Context: an optimization exercise on an open-source flow, tuned for small area, a short achievable clock period and few clock cycles per item. The choices shown serve that exercise and are no tape-out recipe.
At most, simulation tests tie the RTL to the original design; equivalence was not proved.
The RTL of run 2 was laid out without a check of its function.
Power figures rest on the tool's default switching activity, not on a simulated workload.

==> flow/design.v, too long to show whole: its modules and the start of the top module <==
// module tag: 1285 lines
// module fa3: 4 lines
// module rsdp_tag: 29 lines
module rsdp_tag (
   input          clk,
   input          rst,
   input          start,
   input          csel,
   input          ssel,
   input  [237:0] b,
   input  [237:0] a,
   input  [135:0] y,
   input  [135:0] x,
   input  [6:0]   e,
   output         ready,
   output         done,
   output [6:0]   u
);
  // ...
==> flow/flow/run.sh <==
#!/bin/bash
# Standard ORFS layout (the standard.sh, unchanged synthesis), except:
# - the port buffers that global placement inserts are buf_1 cells instead of
#   the default delay buffers (every input and output port still gets one);
# - clock tree synthesis uses clkbuf_8 leaf buffers, clusters of up to 20
#   sinks and no dummy loads, which makes a smaller clock tree.
set -euo pipefail
export BUFFER_PORTS_ARGS="-buffer_cell sky130_fd_sc_hd__buf_1"
export CTS_ARGS="-sink_clustering_enable -repair_clock_nets -dont_use_dummy_load -buf_list {sky130_fd_sc_hd__clkbuf_8 sky130_fd_sc_hd__clkbuf_16} -sink_clustering_size 20 -sink_clustering_max_diameter 60"
bash standard.sh > orfs_make.log 2>&1
==> flow/standard.sh <==
#!/bin/bash
# synth_recipe.tcl (not shown) runs the flow's synth.tcl, then flattens the netlist and writes it again
# the make line also repeats each setting of config.mk as NAME=value (left out here)
make -C /OpenROAD-flow-scripts/flow DESIGN_CONFIG=/design/flow/config.mk WORK_HOME=/design/flow/orfs CLKGATE_MAP_FILE= SYNTH_SCRIPT=/design/flow/synth_recipe.tcl "${@:-finish}"
==> flow/config.mk <==
export PLATFORM = sky130hd
export DESIGN_NAME = rsdp_tag
export DESIGN_NICKNAME = rsdp_tag
export VERILOG_FILES = /design/flow/design.v
export SDC_FILE = /design/flow/constraint.sdc
export NUM_CORES = 4
export LEC_CHECK = 0
export CAP_MARGIN = 20
export CORE_MARGIN = 2
export CORE_UTILIZATION = 35
export SETUP_SLACK_MARGIN = 5
export SLEW_MARGIN = 20
export SYNTH_HIERARCHICAL = 1
export SYNTH_MINIMUM_KEEP_SIZE = 0
==> flow/constraint.sdc <==
create_clock -name core_clock -period 8.0 [get_ports {clk}]
set_input_delay 1.6000 -clock core_clock [delete_from_list [all_inputs] [get_ports {clk}]]
set_output_delay 1.6000 -clock core_clock [all_outputs]
set_load 0.01 [all_outputs]
==> metrics.yaml, run 1 <==
layout:
  clock_buffers: 34
  buffer_area_share_pct: 11.9
  final_cell_area_um2: 31100
  layout-drive-gt1-share_pct: 12.8
  multi_input_gates: 1620
  fin_cells: 3727
  fin_nets: 3772
hold_path:
  hp-start: "vld[0]$_SDFF_PP0_"
  hold_class: "reg2reg"
place:
  dpl_worst_slack_ps: 3730
  gp_congestion: 0.964
synthesis:
  synth_top_cell_area_share_pct: 37.2
  avgSynthCellArea_um2: 12.6
  async_flop_share_pct: 0
  ys.flop_type: "dfxtp_1"
critical_path:
  end_kind: "flip-flop"
  r2r-end: "core.q2_5_3$_DFF_P_"
  cp-startpoint: "core.q1_5_0$_DFF_P_"
  cp_slowest_cell: "fa_2"
  path_class: "reg2reg"
pwr:
  p_seq_mw: 2.58
  maxPowerGroup: "combinational logic"
  power.total_mw: 18.2
  p_clk_mw: 1.30
cts:
  clk_pin_slew_worst_paths_ps: 70
  clock-root-buffer: "clkbuf_16"
run_status:
  status: "no timing/DRC/antenna violations"
floorplanning:
  io_pins: 769
timing:
  period_share_pct: 39.0
  rsz0062_at_grt: "yes"
routing:
  vias: 18300
  avgViaCountPerCell: 4.91
grt:
  grt_pass1_vias: 19800
Testbench counts, summed over its fixed seeds: cycles 536, tags 512.
==> inputs of run 2 (changes only) <==
--- a/flow/design.v
+++ b/flow/design.v
@@ -253,54 +253,40 @@
    reg q1_6_31;
    reg q1_6_32;
    reg q1_6_33;
    reg q1_6_34;
    reg q2_0_0;
    reg q2_0_1;
    reg q2_0_2;
    reg q2_0_3;
-   reg q2_0_4;
-   reg q2_0_5;
    reg q2_1_0;
    reg q2_1_1;
    reg q2_1_2;
    reg q2_1_3;
-   reg q2_1_4;
-   reg q2_1_5;
    reg q2_2_0;
    reg q2_2_1;
    reg q2_2_2;
    reg q2_2_3;
-   reg q2_2_4;
-   reg q2_2_5;
    reg q2_3_0;
    reg q2_3_1;
    reg q2_3_2;
    reg q2_3_3;
-   reg q2_3_4;
-   reg q2_3_5;
    reg q2_4_0;
    reg q2_4_1;
    reg q2_4_2;
    reg q2_4_3;
-   reg q2_4_4;
-   reg q2_4_5;
    reg q2_5_0;
    reg q2_5_1;
    reg q2_5_2;
    reg q2_5_3;
-   reg q2_5_4;
-   reg q2_5_5;
    reg q2_6_0;
    reg q2_6_1;
    reg q2_6_2;
    reg q2_6_3;
-   reg q2_6_4;
-   reg q2_6_5;
    reg [6:0] ur;
    wire [6:0] c0 = csel ? a[6:0] : b[6:0];
    wire [3:0] k0 = ssel ? x[3:0] : y[3:0];
    wire [6:0] n0 = c0 ^ {7{k0[3]}};
    wire [6:0] r0a = k0[0] ? {n0[5:0], n0[6]} : n0;
    wire [6:0] r0b = k0[1] ? {r0a[4:0], r0a[6:5]} : r0a;
    wire [6:0] t0 = k0[2] ? {r0b[2:0], r0b[6:3]} : r0b;
    wire [6:0] c1 = csel ? a[13:7] : b[13:7];
@@ -903,71 +889,71 @@
    fa3 us5_5_0 (.x(o4_4_0), .y(o4_4_1), .z(o4_4_2), .s(s5_5_0), .c(o5_5_0));
    wire s5_5_1, o5_5_1;
    fa3 us5_5_1 (.x(s4_5_0), .y(s4_5_1), .z(s4_5_2), .s(s5_5_1), .c(o5_5_1));
    wire s5_6_0, o5_6_0;
    fa3 us5_6_0 (.x(o4_5_0), .y(o4_5_1), .z(o4_5_2), .s(s5_6_0), .c(o5_6_0));
    wire s5_6_1, o5_6_1;
    fa3 us5_6_1 (.x(s4_6_0), .y(s4_6_1), .z(s4_6_2), .s(s5_6_1), .c(o5_6_1));
    wire s6_0_0, o6_0_0;
-   fa3 us6_0_0 (.x(q2_0_0), .y(q2_0_1), .z(q2_0_2), .s(s6_0_0), .c(o6_0_0));
+   fa3 us6_0_0 (.x(s5_0_0), .y(s5_0_1), .z(o4_6_1), .s(s6_0_0), .c(o6_0_0));
    wire s6_0_1, o6_0_1;
-   fa3 us6_0_1 (.x(q2_0_3), .y(q2_0_4), .z(q2_0_5), .s(s6_0_1), .c(o6_0_1));
+   fa3 us6_0_1 (.x(o4_6_2), .y(o5_6_0), .z(o5_6_1), .s(s6_0_1), .c(o6_0_1));
    wire s6_1_0, o6_1_0;
-   fa3 us6_1_0 (.x(q2_1_0), .y(q2_1_1), .z(q2_1_2), .s(s6_1_0), .c(o6_1_0));
+   fa3 us6_1_0 (.x(o5_0_0), .y(o5_0_1), .z(s5_1_0), .s(s6_1_0), .c(o6_1_0));
    wire s6_1_1, o6_1_1;
-   fa3 us6_1_1 (.x(q2_1_3), .y(q2_1_4), .z(q2_1_5), .s(s6_1_1), .c(o6_1_1));
+   fa3 us6_1_1 (.x(s5_1_1), .y(s3_1_4), .z(s2_1_7), .s(s6_1_1), .c(o6_1_1));
    wire s6_2_0, o6_2_0;
-   fa3 us6_2_0 (.x(q2_2_0), .y(q2_2_1), .z(q2_2_2), .s(s6_2_0), .c(o6_2_0));
+   fa3 us6_2_0 (.x(o5_1_0), .y(o5_1_1), .z(s5_2_0), .s(s6_2_0), .c(o6_2_0));
    wire s6_2_1, o6_2_1;
-   fa3 us6_2_1 (.x(q2_2_3), .y(q2_2_4), .z(q2_2_5), .s(s6_2_1), .c(o6_2_1));
+   fa3 us6_2_1 (.x(s5_2_1), .y(s3_2_4), .z(s2_2_7), .s(s6_2_1), .c(o6_2_1));
    wire s6_3_0, o6_3_0;
-   fa3 us6_3_0 (.x(q2_3_0), .y(q2_3_1), .z(q2_3_2), .s(s6_3_0), .c(o6_3_0));
+   fa3 us6_3_0 (.x(o5_2_0), .y(o5_2_1), .z(s5_3_0), .s(s6_3_0), .c(o6_3_0));
    wire s6_3_1, o6_3_1;
-   fa3 us6_3_1 (.x(q2_3_3), .y(q2_3_4), .z(q2_3_5), .s(s6_3_1), .c(o6_3_1));
+   fa3 us6_3_1 (.x(s5_3_1), .y(s3_3_4), .z(s2_3_7), .s(s6_3_1), .c(o6_3_1));
    wire s6_4_0, o6_4_0;
-   fa3 us6_4_0 (.x(q2_4_0), .y(q2_4_1), .z(q2_4_2), .s(s6_4_0), .c(o6_4_0));
+   fa3 us6_4_0 (.x(o5_3_0), .y(o5_3_1), .z(s5_4_0), .s(s6_4_0), .c(o6_4_0));
    wire s6_4_1, o6_4_1;
-   fa3 us6_4_1 (.x(q2_4_3), .y(q2_4_4), .z(q2_4_5), .s(s6_4_1), .c(o6_4_1));
+   fa3 us6_4_1 (.x(s5_4_1), .y(s3_4_4), .z(s2_4_7), .s(s6_4_1), .c(o6_4_1));
    wire s6_5_0, o6_5_0;
-   fa3 us6_5_0 (.x(q2_5_0), .y(q2_5_1), .z(q2_5_2), .s(s6_5_0), .c(o6_5_0));
+   fa3 us6_5_0 (.x(o5_4_0), .y(o5_4_1), .z(s5_5_0), .s(s6_5_0), .c(o6_5_0));
    wire s6_5_1, o6_5_1;
-   fa3 us6_5_1 (.x(q2_5_3), .y(q2_5_4), .z(q2_5_5), .s(s6_5_1), .c(o6_5_1));
+   fa3 us6_5_1 (.x(s5_5_1), .y(s3_5_4), .z(s2_5_7), .s(s6_5_1), .c(o6_5_1));
    wire s6_6_0, o6_6_0;
-   fa3 us6_6_0 (.x(q2_6_0), .y(q2_6_1), .z(q2_6_2), .s(s6_6_0), .c(o6_6_0));
+   fa3 us6_6_0 (.x(o5_5_0), .y(o5_5_1), .z(s5_6_0), .s(s6_6_0), .c(o6_6_0));
    wire s6_6_1, o6_6_1;
-   fa3 us6_6_1 (.x(q2_6_3), .y(q2_6_4), .z(q2_6_5), .s(s6_6_1), .c(o6_6_1));
+   fa3 us6_6_1 (.x(s5_6_1), .y(s3_6_4), .z(s2_6_7), .s(s6_6_1), .c(o6_6_1));
    wire s7_0_0, o7_0_0;
-   fa3 us7_0_0 (.x(s6_0_0), .y(s6_0_1), .z(o6_6_0), .s(s7_0_0), .c(o7_0_0));
+   fa3 us7_0_0 (.x(q2_0_0), .y(q2_0_1), .z(q2_0_2), .s(s7_0_0), .c(o7_0_0));
    wire s7_1_0, o7_1_0;
-   fa3 us7_1_0 (.x(o6_0_0), .y(o6_0_1), .z(s6_1_0), .s(s7_1_0), .c(o7_1_0));
+   fa3 us7_1_0 (.x(q2_1_0), .y(q2_1_1), .z(q2_1_2), .s(s7_1_0), .c(o7_1_0));
    wire s7_2_0, o7_2_0;
-   fa3 us7_2_0 (.x(o6_1_0), .y(o6_1_1), .z(s6_2_0), .s(s7_2_0), .c(o7_2_0));
+   fa3 us7_2_0 (.x(q2_2_0), .y(q2_2_1), .z(q2_2_2), .s(s7_2_0), .c(o7_2_0));
    wire s7_3_0, o7_3_0;
-   fa3 us7_3_0 (.x(o6_2_0), .y(o6_2_1), .z(s6_3_0), .s(s7_3_0), .c(o7_3_0));
+   fa3 us7_3_0 (.x(q2_3_0), .y(q2_3_1), .z(q2_3_2), .s(s7_3_0), .c(o7_3_0));
    wire s7_4_0, o7_4_0;
-   fa3 us7_4_0 (.x(o6_3_0), .y(o6_3_1), .z(s6_4_0), .s(s7_4_0), .c(o7_4_0));
+   fa3 us7_4_0 (.x(q2_4_0), .y(q2_4_1), .z(q2_4_2), .s(s7_4_0), .c(o7_4_0));
    wire s7_5_0, o7_5_0;
-   fa3 us7_5_0 (.x(o6_4_0), .y(o6_4_1), .z(s6_5_0), .s(s7_5_0), .c(o7_5_0));
+   fa3 us7_5_0 (.x(q2_5_0), .y(q2_5_1), .z(q2_5_2), .s(s7_5_0), .c(o7_5_0));
    wire s7_6_0, o7_6_0;
-   fa3 us7_6_0 (.x(o6_5_0), .y(o6_5_1), .z(s6_6_0), .s(s7_6_0), .c(o7_6_0));
+   fa3 us7_6_0 (.x(q2_6_0), .y(q2_6_1), .z(q2_6_2), .s(s7_6_0), .c(o7_6_0));
    wire s8_0_0, o8_0_0;
-   fa3 us8_0_0 (.x(s7_0_0), .y(o6_6_1), .z(o7_6_0), .s(s8_0_0), .c(o8_0_0));
+   fa3 us8_0_0 (.x(s7_0_0), .y(q2_0_3), .z(o7_6_0), .s(s8_0_0), .c(o8_0_0));
    wire s8_1_0, o8_1_0;
-   fa3 us8_1_0 (.x(o7_0_0), .y(s7_1_0), .z(s6_1_1), .s(s8_1_0), .c(o8_1_0));
+   fa3 us8_1_0 (.x(o7_0_0), .y(s7_1_0), .z(q2_1_3), .s(s8_1_0), .c(o8_1_0));
    wire s8_2_0, o8_2_0;
-   fa3 us8_2_0 (.x(o7_1_0), .y(s7_2_0), .z(s6_2_1), .s(s8_2_0), .c(o8_2_0));
+   fa3 us8_2_0 (.x(o7_1_0), .y(s7_2_0), .z(q2_2_3), .s(s8_2_0), .c(o8_2_0));
    wire s8_3_0, o8_3_0;
-   fa3 us8_3_0 (.x(o7_2_0), .y(s7_3_0), .z(s6_3_1), .s(s8_3_0), .c(o8_3_0));
+   fa3 us8_3_0 (.x(o7_2_0), .y(s7_3_0), .z(q2_3_3), .s(s8_3_0), .c(o8_3_0));
    wire s8_4_0, o8_4_0;
-   fa3 us8_4_0 (.x(o7_3_0), .y(s7_4_0), .z(s6_4_1), .s(s8_4_0), .c(o8_4_0));
+   fa3 us8_4_0 (.x(o7_3_0), .y(s7_4_0), .z(q2_4_3), .s(s8_4_0), .c(o8_4_0));
    wire s8_5_0, o8_5_0;
-   fa3 us8_5_0 (.x(o7_4_0), .y(s7_5_0), .z(s6_5_1), .s(s8_5_0), .c(o8_5_0));
+   fa3 us8_5_0 (.x(o7_4_0), .y(s7_5_0), .z(q2_5_3), .s(s8_5_0), .c(o8_5_0));
    wire s8_6_0, o8_6_0;
-   fa3 us8_6_0 (.x(o7_5_0), .y(s7_6_0), .z(s6_6_1), .s(s8_6_0), .c(o8_6_0));
+   fa3 us8_6_0 (.x(o7_5_0), .y(s7_6_0), .z(q2_6_3), .s(s8_6_0), .c(o8_6_0));
    wire g0_ = s8_0_0 & o8_6_0;
    wire p0_ = s8_0_0 ^ o8_6_0;
    wire g1_ = o8_0_0 & s8_1_0;
    wire p1_ = o8_0_0 ^ s8_1_0;
    wire g2_ = o8_1_0 & s8_2_0;
    wire p2_ = o8_1_0 ^ s8_2_0;
    wire g3_ = o8_2_0 & s8_3_0;
    wire p3_ = o8_2_0 ^ s8_3_0;
@@ -1227,58 +1213,44 @@
       q1_6_27 <= t27[6];
       q1_6_28 <= t28[6];
       q1_6_29 <= t29[6];
       q1_6_30 <= t30[6];
       q1_6_31 <= t31[6];
       q1_6_32 <= t32[6];
       q1_6_33 <= t33[6];
       q1_6_34 <= e[6];
-      q2_0_0 <= s5_0_0;
-      q2_0_1 <= s5_0_1;
-      q2_0_2 <= o4_6_1;
-      q2_0_3 <= o4_6_2;
-      q2_0_4 <= o5_6_0;
-      q2_0_5 <= o5_6_1;
-      q2_1_0 <= o5_0_0;
-      q2_1_1 <= o5_0_1;
-      q2_1_2 <= s5_1_0;
-      q2_1_3 <= s5_1_1;
-      q2_1_4 <= s3_1_4;
-      q2_1_5 <= s2_1_7;
-      q2_2_0 <= o5_1_0;
-      q2_2_1 <= o5_1_1;
-      q2_2_2 <= s5_2_0;
-      q2_2_3 <= s5_2_1;
-      q2_2_4 <= s3_2_4;
-      q2_2_5 <= s2_2_7;
-      q2_3_0 <= o5_2_0;
-      q2_3_1 <= o5_2_1;
-      q2_3_2 <= s5_3_0;
-      q2_3_3 <= s5_3_1;
-      q2_3_4 <= s3_3_4;
-      q2_3_5 <= s2_3_7;
-      q2_4_0 <= o5_3_0;
-      q2_4_1 <= o5_3_1;
-      q2_4_2 <= s5_4_0;
-      q2_4_3 <= s5_4_1;
-      q2_4_4 <= s3_4_4;
-      q2_4_5 <= s2_4_7;
-      q2_5_0 <= o5_4_0;
-      q2_5_1 <= o5_4_1;
-      q2_5_2 <= s5_5_0;
-      q2_5_3 <= s5_5_1;
-      q2_5_4 <= s3_5_4;
-      q2_5_5 <= s2_5_7;
-      q2_6_0 <= o5_5_0;
-      q2_6_1 <= o5_5_1;
-      q2_6_2 <= s5_6_0;
-      q2_6_3 <= s5_6_1;
-      q2_6_4 <= s3_6_4;
-      q2_6_5 <= s2_6_7;
+      q2_0_0 <= s6_0_0;
+      q2_0_1 <= s6_0_1;
+      q2_0_2 <= o6_6_0;
+      q2_0_3 <= o6_6_1;
+      q2_1_0 <= o6_0_0;
+      q2_1_1 <= o6_0_1;
+      q2_1_2 <= s6_1_0;
+      q2_1_3 <= s6_1_1;
+      q2_2_0 <= o6_1_0;
+      q2_2_1 <= o6_1_1;
+      q2_2_2 <= s6_2_0;
+      q2_2_3 <= s6_2_1;
+      q2_3_0 <= o6_2_0;
+      q2_3_1 <= o6_2_1;
+      q2_3_2 <= s6_3_0;
+      q2_3_3 <= s6_3_1;
+      q2_4_0 <= o6_3_0;
+      q2_4_1 <= o6_3_1;
+      q2_4_2 <= s6_4_0;
+      q2_4_3 <= s6_4_1;
+      q2_5_0 <= o6_4_0;
+      q2_5_1 <= o6_4_1;
+      q2_5_2 <= s6_5_0;
+      q2_5_3 <= s6_5_1;
+      q2_6_0 <= o6_5_0;
+      q2_6_1 <= o6_5_1;
+      q2_6_2 <= s6_6_0;
+      q2_6_3 <= s6_6_1;
       ur[0] <= u_sum[0];
       ur[1] <= u_sum[1];
       ur[2] <= u_sum[2];
       ur[3] <= u_sum[3];
       ur[4] <= u_sum[4];
       ur[5] <= u_sum[5];
       ur[6] <= u_sum[6];
    end
==> flow/flow/run.sh (replaced) <==
#!/bin/bash
# Standard ORFS layout (the standard.sh, unchanged synthesis), with the
# port buffers that global placement inserts made from buf_1 cells instead of
# the default delay buffers. Every input and output port still gets a buffer.
set -euo pipefail
export BUFFER_PORTS_ARGS="-buffer_cell sky130_fd_sc_hd__buf_1"
bash standard.sh > orfs_make.log 2>&1
==> run 2 against run 1 <==
Net effect: maximum frequency is 13% lower; utilization is 0.90 points higher; synthesized area shrank 1.1%; critical path type unchanged; largest power group unchanged.
==> metrics.yaml, run 2 <==
pwr:
  power.total_mw: 17.5  # was 18.2 mW
  irDropWorstVdd_mv: 0.710  # was 0.890 mV
  power_leakage_nw: 12.9  # about the same
  p_per_area_nw_per_um2: 562  # was 583 nW/um^2
grt:
  grt_pass1_vias: 19700  # was 19.8k
  grt_max_degree: 64  # was 60
  grt_antenna_before_repair: 1  # was 2
  grt_remaining_overflow: 0  # unchanged
  grt_pass1_wl_um: 123000  # was 122000 um
  track_usage_pct: 22.1  # about the same
routing:
  vias: 18100  # was 18.3k
  drt_iter0_drc: 749  # was 690
  drtAntennaViolNets: 0  # unchanged
  firstDrtPassIters: 4  # unchanged
  drt-total-wl_um: 87100  # was 87900 um
  wl_per_cell_um: 23.3  # was 23.6 um
  drc: 0  # unchanged
  avgViaCountPerCell: 4.85  # was 4.91
floorplanning:
  io_pins: 769  # unchanged
  rows: 98  # was 99
  die_y_um: 273  # was 274 um
  floorplan.initialDensity_pct: 35.4  # was 35.2%
  die_area_um2: 74500  # was 75300 um^2
  core_um2: 71500  # was 72700 um^2
  die_w_um: 273  # was 274 um
layout:
  reg_top3: "core.ur x7, vld x3"  # unchanged
  nFillCells: 6798  # was 6905
  final_cell_area_um2: 31200  # was 31100 um^2
  largest_reg_flops: 7  # unchanged
  fin_cells: 3737  # was 3727
  fin_nets: 3763  # was 3772
  layout_common_cells: "mux2i_1, buf_1, dfxtp_1"  # unchanged
  final_common_cell: "mux2i_1"  # unchanged
  largest-register: "core.ur"  # unchanged
  layout-drive-gt1-share_pct: 14.4  # was 12.8%
  fin_util_pct: 43.7  # was 42.8%
  syn2layout_area_growth_pct: 23.4  # was 21.6%
  num_antenna_cells: 0  # was 2
timing:
  tns_ps: 0  # unchanged
  final_hold_viol_count: 0  # unchanged
  tightest_slew_ps: 733  # was 606 ps
  fin_hold_ws_ps: 452  # was 445 ps
  setup-violations-final: 0  # unchanged
  drv_slew: 0  # unchanged
  rsz0062_at_grt: "yes"  # unchanged
  finClkSkew_ps: 25.9  # was 54.4 ps
  period_share_pct: 45.0  # was 39.0%
  fin_ws_ps: 4400  # was 4880 ps
  fmax_mhz: 278  # was 321 MHz
  slew_headroom_pct: 50.2  # was 58.8%
  finalCriticalPeriod_ps: 3600  # was 3120 ps
critical_path:
  end_kind: "flip-flop"  # unchanged
  path_cells: "fa_2 -> fa_2 -> fa_1 -> fa_2 -> fa_2 -> fa_1"  # was fa_2 -> fa_2 -> fa_2 -> fa_2 -> fa_2
  cp_slowest_cell: "fa_2"  # unchanged
  cp_max_fo: 1  # unchanged
  cp.arrival_ps: 4010  # was 3510 ps
  cpMostUsedCell: "fa_2"  # unchanged
  rr_worst_depth: 6  # was 5
  r2r-end: "core.q2_3_3$_DFF_P_"  # was core.q2_5_3$_DFF_P_
  cp_slowest_stage_delay_ps: 640  # was 630 ps
  cp-startpoint: "core.q1_3_2$_DFF_P_"  # was core.q1_5_0$_DFF_P_
  startpoint_type: "flip-flop"  # unchanged
  cp.required_ps: 8410  # was 8390 ps
  r2r_start: "core.q1_3_2$_DFF_P_"  # was core.q1_5_0$_DFF_P_
  rrSetupSlack_ps: 4400  # was 4880 ps
  setup.worst_path.end: "core.q2_3_3$_DFF_P_"  # was core.q2_5_3$_DFF_P_
  path_class: "reg2reg"  # unchanged
place:
  placed_cell_area_um2: 29000  # was 29100 um^2
  gp_congestion: 0.919  # was 0.964
  dp.cells: 3627  # was 3649
  dpl_worst_slack_ps: 3370  # was 3730 ps
  dpl.hpwl_um: 72400  # was 73300 um
  io_buffers: 767  # unchanged
hold_path:
  hold_class: "reg2reg"  # unchanged
synthesis:
  synth_cells: 2020  # was 2034
  async_flop_share_pct: 0  # unchanged
  syn-num-nets: 3024  # was 3038
  synth_edf_count: 0  # unchanged
  syn_area_um2: 25300  # was 25600 um^2
  yosysUniqueCellTypes: 31  # unchanged
  ys_warn_count: 8  # unchanged
  ys.flop_type: "dfxtp_1"  # unchanged
  ys_ff_latch: 283  # was 297
  synthTopCellsByCount: "mux2i_1, dfxtp_1, xnor2_1"  # unchanged
  synth_top_cell_area_share_pct: 37.6  # was 37.2%
  avgSynthCellArea_um2: 12.5  # was 12.6 um^2
  yosysSeqAreaShare_pct: 22.4  # was 23.2%
  synth_top_cell_by_area: "mux2i_1"  # unchanged
  synth_most_common_cell: "mux2i_1"  # unchanged
  synth_area_leaders: "mux2i_1, dfxtp_1, fa_1"  # unchanged
job:
  maxCapViolations: 0  # unchanged
cts:
  cts_tree: "yes"  # unchanged
  htree_levels: 2  # unchanged
  clock_sinks: 283  # was 297
  cts_buffers: 36  # was 34
  clk_latency_ps: 540  # about the same
  clk_pin_slew_worst_paths_ps: 60  # was 70 ps
  cts.path.max_buffers: 3  # unchanged
  clock-root-buffer: "clkbuf_16"  # unchanged
run_status:
  status: "no timing/DRC/antenna violations"  # unchanged
==> run 2: changes by cell type in the layout (fill, tap and decap cells not counted), sizes merged <==
cell,change
dfxtp,-14
inv,+8
clkbuf,+7
bufbuf,+2
bufinv,+5
diode,-2
clkinv,+9
clkinvlp,+4
==> run 2: logic make-up after synthesis <==
family                   count (synthesis)  synth area share (%)
multiplexers                          1088                  46.6
flip-flops                             283                  22.4
XOR/XNOR                               245                  8.48
adder cells (fa/ha/maj)                244                  18.9
buffers and inverters                  117                  2.64
AO/OA/AOI/OAI                           31                 0.751
AND/OR/NAND/NOR                         11                 0.237
other                                    1                0.0148
==> run 2: area by class of cell <==
class                   count  area [um^2]  area share, %
clock buffers              40          957           3.06
clock inverters            26          320           1.03
inverters                   2         7.51         0.0240
multi-input cells        1620        19300           61.8
flip-flops and latches    283         5690           18.2
well taps                 950         1190           3.80
repair buffers            816         3760           12.0
==> run 2: per-module statistics from Yosys (local to each module, per instance) <==
| module | cells inside | flip-flops and latches |
|---|---|---|
| fa3 | 1 | 0 |
| rsdp_tag | 8 | 3 |
| tag | 1781 | 280 |
==> run 2: per-layer routing <==
metal	track usage (%)	part of all wire (%)
met5	0	0.015
met4	2.86	0.98
met3	2.57	3.3
met2	40.8	52
met1	28.1	44
==> run 2: report_power, final <==
part           total [mW]  internal [mW]  switching [mW]  leakage (nW)
logic                13.3           6.40            6.90          9.93
clock network        1.72           1.05           0.672         0.617
registers            2.53           2.23           0.296          2.39
total                17.5           9.68            7.87          12.9
==> run 2: timing repair <==
action | in CTS | in global routing
buffers inserted | 17 | 13
resized for setup | 66 | 23
hold buffers | 0 | 0
endpoints found under the setup margin | 266 | 231
pin swaps | 36 | 7
gates cloned | 8 | 6
==> run 2: how the worst min path moves through the flow <==
stage | slack (ps) | start | to | depth (start not counted)
4_1_cts | 460 | vld[0]$_SDFF_PP0_ | vld[1]$_SDFF_PP0_ | 1
6_report | 450 | vld[0]$_SDFF_PP0_ | vld[1]$_SDFF_PP0_ | 1
2_1_floorplan | 410 | vld[0]$_SDFF_PP0_ | vld[1]$_SDFF_PP0_ | 1
5_1_grt | 470 | vld[1]$_SDFF_PP0_ | vld[2]$_SDFF_PP0_ | 1
3_5_place_dp | 440 | vld[0]$_SDFF_PP0_ | vld[1]$_SDFF_PP0_ | 1
3_3_place_gp | 420 | vld[0]$_SDFF_PP0_ | vld[1]$_SDFF_PP0_ | 1
==> run 2: worst max-delay path: cells and delay by family, from the launching register on <==
kind	cells	cell delay, ps
fa+ha+maj	6	3140
flops	1	320

static timing again, ports no longer ideal:
Ports are ideal in the flow. The routed layouts listed here were re-timed in OpenROAD. Step 1 (the two cells are an assumption about what drives the block):
set clk [get_ports {clk}]
set_driving_cell -lib_cell sky130_fd_sc_hd__clkbuf_16 $clk
set_driving_cell -lib_cell sky130_fd_sc_hd__buf_2 [delete_from_list [all_inputs] $clk]
Step 2 moves the port delays by t, midway between the first and last clock arrival at a register: inputs arrive t later, outputs are due t later. That takes back most of the time a late clock gives input paths. Three values: ideal ports, drivers, drivers and shift; two values: the first two.
run | shift t [ns] | setup WS [ns] | worst setup path at the end | worst data-port slew with drivers (ns)
run 1 | 0.573 | 4.880 / 4.880 / 4.451 | input to register | 0.11
run 2 | 0.588 | 4.400 / 4.400 / 4.400 | register to register | 0.11
After both steps every run listed still meets setup and hold. The setup slack of run 1, which loses most, moves by 0.000 ns with the drivers and by -0.429 ns with both steps.
